Context: an optimization exercise on an open-source flow, tuned for small area, a short achievable clock period and few clock cycles per item. The choices shown serve that exercise and are no tape-out recipe. In this exercise RTL edits were held to simulation tests only and were not proved equivalent to the original. Power and IR drop assume default switching activity.

// cubroot_add_system
module cubroot_add_system (
    input clk_i,
    input rst_i,
    input start_i,
    input [7:0] a_bi,
    input [7:0] b_bi,
    output busy_o,
    output reg [15:0] result
);
    wire        load = start_i & ~rst_i;
    wire [2:0]  cub_result;
    wire [15:0] sum;
    cubroot cub (.x_bi(b_bi), .y_bo(cub_result));
    mult square (.x(a_bi), .c(cub_result), .y(sum));
    always @(posedge clk_i) begin
        if (load)
            result <= sum;
    end
    assign busy_o = 1'b0;
endmodule
Size: ~210 cells after synthesis, roughly 16 flip-flops, roughly 36 I/O pins, roughly 0.0017 mm^2 of cells after synthesis.
Settings: LEC_CHECK=0, ABC_AREA=0, CAP_MARGIN=20, CORE_MARGIN=2, CORE_UTILIZATION=40, SETUP_SLACK_MARGIN=1.5, SLEW_MARGIN=20; clock period 5.0 ns.
standard.sh (not shown) runs the stock make flow with config.mk's settings and CLKGATE_MAP_FILE= SYNTH_SCRIPT=/design/flow/synth_recipe.tcl, a recipe that flattens the netlist after the stock synthesis.
==> flow/flow/run.sh <==
#!/bin/bash
# The standard layout with two changes: synthesis leaves full and half adders
# as plain logic for ABC (no adder cells), and every port is buffered by
# sky130_fd_sc_hd__buf_1.
set -euo pipefail
export ADDER_MAP_FILE=
export BUFFER_PORTS_ARGS="-buffer_cell sky130_fd_sc_hd__buf_1"
bash standard.sh > standard.log 2>&1
Testbench counts at the start, summed over its fixed seeds: cycles 2,048, items 2,048.
Edit:
==> flow/flow/run.sh (replaced) <==
#!/bin/bash
# The standard layout, with every port buffered by sky130_fd_sc_hd__buf_1.
set -euo pipefail
export BUFFER_PORTS_ARGS="-buffer_cell sky130_fd_sc_hd__buf_1"
bash standard.sh > standard.log 2>&1
--- a/flow/config.mk
+++ b/flow/config.mk
@@ -8 +7,0 @@
-export ABC_AREA = 0
@@ -12 +11 @@
-export SETUP_SLACK_MARGIN = 1.5
+export SETUP_SLACK_MARGIN = 2.0
What happened: Total power rises by 24%. Cell area is higher by 22%. Sequential share of layout area goes down by 4.7 points. Worst hold slack degrades by 0.076 ns. Routed wire length increases by 0.92%. Cell count went down by 1.1%. Worst setup slack gains 0.30 ns. Critical path depth rises by 2.


Another version of the RTL of cubroot_add_system (not shown whole).
Size in the first run: about 16 flip-flops, about 36 I/O pins, about 1500 um2 of cells after synthesis.
Design cubroot_add_system, start of the top module:
module cubroot_add_system (
    input clk_i,
    input rst_i,
    input start_i,
    input [7:0] a_bi,
    input [7:0] b_bi,
    output busy_o,
    output reg [15:0] result
);
    wire        load = start_i & ~rst_i;
    wire [2:0]  cub_result;
    wire [15:0] sum;
    cubroot cub (.x_bi(b_bi), .y_bo(cub_result));
    mult square (.x(a_bi), .c(cub_result), .y(sum));
    always @(posedge clk_i) begin
        if (load)
            result <= sum;
    end
    assign busy_o = 1'b0;
endmodule
Settings: LEC_CHECK=0, CAP_MARGIN=20, CORE_MARGIN=2, CORE_UTILIZATION=40, SETUP_SLACK_MARGIN=2.2, SLEW_MARGIN=20; clock period 5.0 ns.
==> flow/flow/run.sh <==
#!/bin/bash
# The standard layout (standard.sh) with three changes:
#  - synthesis leaves full and half adders as plain logic for ABC (no adder
#    cells from ADDER_MAP_FILE),
#  - the final ABC mapping runs flow/abc.script when that file exists,
#  - every port is buffered by sky130_fd_sc_hd__buf_1.
# Each tool's output goes to the ORFS logs under orfs/logs; make's own output
# goes to standard.log here.
set -euo pipefail
here=$(pwd)
export ADDER_MAP_FILE=
export BUFFER_PORTS_ARGS="-buffer_cell sky130_fd_sc_hd__buf_1"
export FLOW_SYNTH_TCL="$here/synth_recipe.tcl"
if [[ -f "$here/flow/abc.script" ]]; then
  export MY_ABC_SCRIPT="$here/flow/abc.script"
  sed "s#SYNTH_SCRIPT=[^ ]*#SYNTH_SCRIPT=$here/flow/synth.tcl#" standard.sh > my_standard.sh
else
  cp standard.sh my_standard.sh
fi
bash my_standard.sh > standard.log 2>&1
==> flow/flow/abc.script <==
strash
 dch
 map -D 1600
 topo
 stime -c
 buffer -c
 upsize -D 1600
 dnsize -D 1600
==> flow/flow/synth.tcl <==
# The standard flow's synthesis script (synth_recipe.tcl, unchanged) with the final ABC
# mapping run on MY_ABC_SCRIPT instead of ORFS's abc_speed/abc_area script.
proc abc {args} {
  set i [lsearch -exact $args -script]
  if {$i >= 0} { lset args [expr {$i + 1}] $::env(MY_ABC_SCRIPT) }
  yosys abc {*}$args
}
source $::env(FLOW_SYNTH_TCL)
Testbench counts at the start, summed over its fixed seeds: cycles 2,048, items 2,048.
Next try:
==> flow/flow/abc.script (replaced) <==
strash
 dch
 map -B 0.5 -G 120
 topo
 stime -c
 buffer -c
 upsize -c
 dnsize -c
Settings changed: CORE_AREA set to 2 2 60 60, CORE_MARGIN 2 to not set, CORE_UTILIZATION 40 to not set, CTS_BUF_LIST set to sky130_fd_sc_hd__clkbuf_4, DIE_AREA set to 0 0 62 62, PLACE_DENSITY set to 0.5.
Combinational power is lower by 37%.
Final cell count is higher by 1.6%.
Worst hold slack degrades by 0.030 ns.

[port drivers added, routing unchanged]
Ports are ideal in the flow. The routed layouts listed here were re-timed in OpenROAD. Step 1 (the two cells are an assumption about what drives the block):
set clk [get_ports {clk_i}]
set_driving_cell -lib_cell sky130_fd_sc_hd__clkbuf_16 $clk
set_driving_cell -lib_cell sky130_fd_sc_hd__buf_2 [delete_from_list [all_inputs] $clk]
Step 2, shift: input delay + t, output delay - t, t = (earliest + latest rising clock arrival at the registers) / 2. This alone moves slack from input paths to output paths. Slacks: ideal ports / drivers / drivers and shift; pairs: ideal ports / drivers.
run | t, ns | slack for setup (ns) | worst setup path after step 2 | pins driven straight from the clock port
the first run of note 1 | 0.263 | 1.667 / 1.673 / 1.410 | input to register | 1
the second run of note 1 | 0.265 | 1.968 / 1.953 / 1.688 | input to register | 1
the first run of note 2 | 0.271 | 2.036 / 2.003 / 1.732 | input to register | 1
the second run of note 2 | 0.295 | 2.465 / 2.466 / 2.171 | input to register | 1
After both steps every run listed still meets setup and hold. The setup slack of the first run of note 2, which loses most, moves by -0.033 ns with the drivers and by -0.304 ns with both steps.
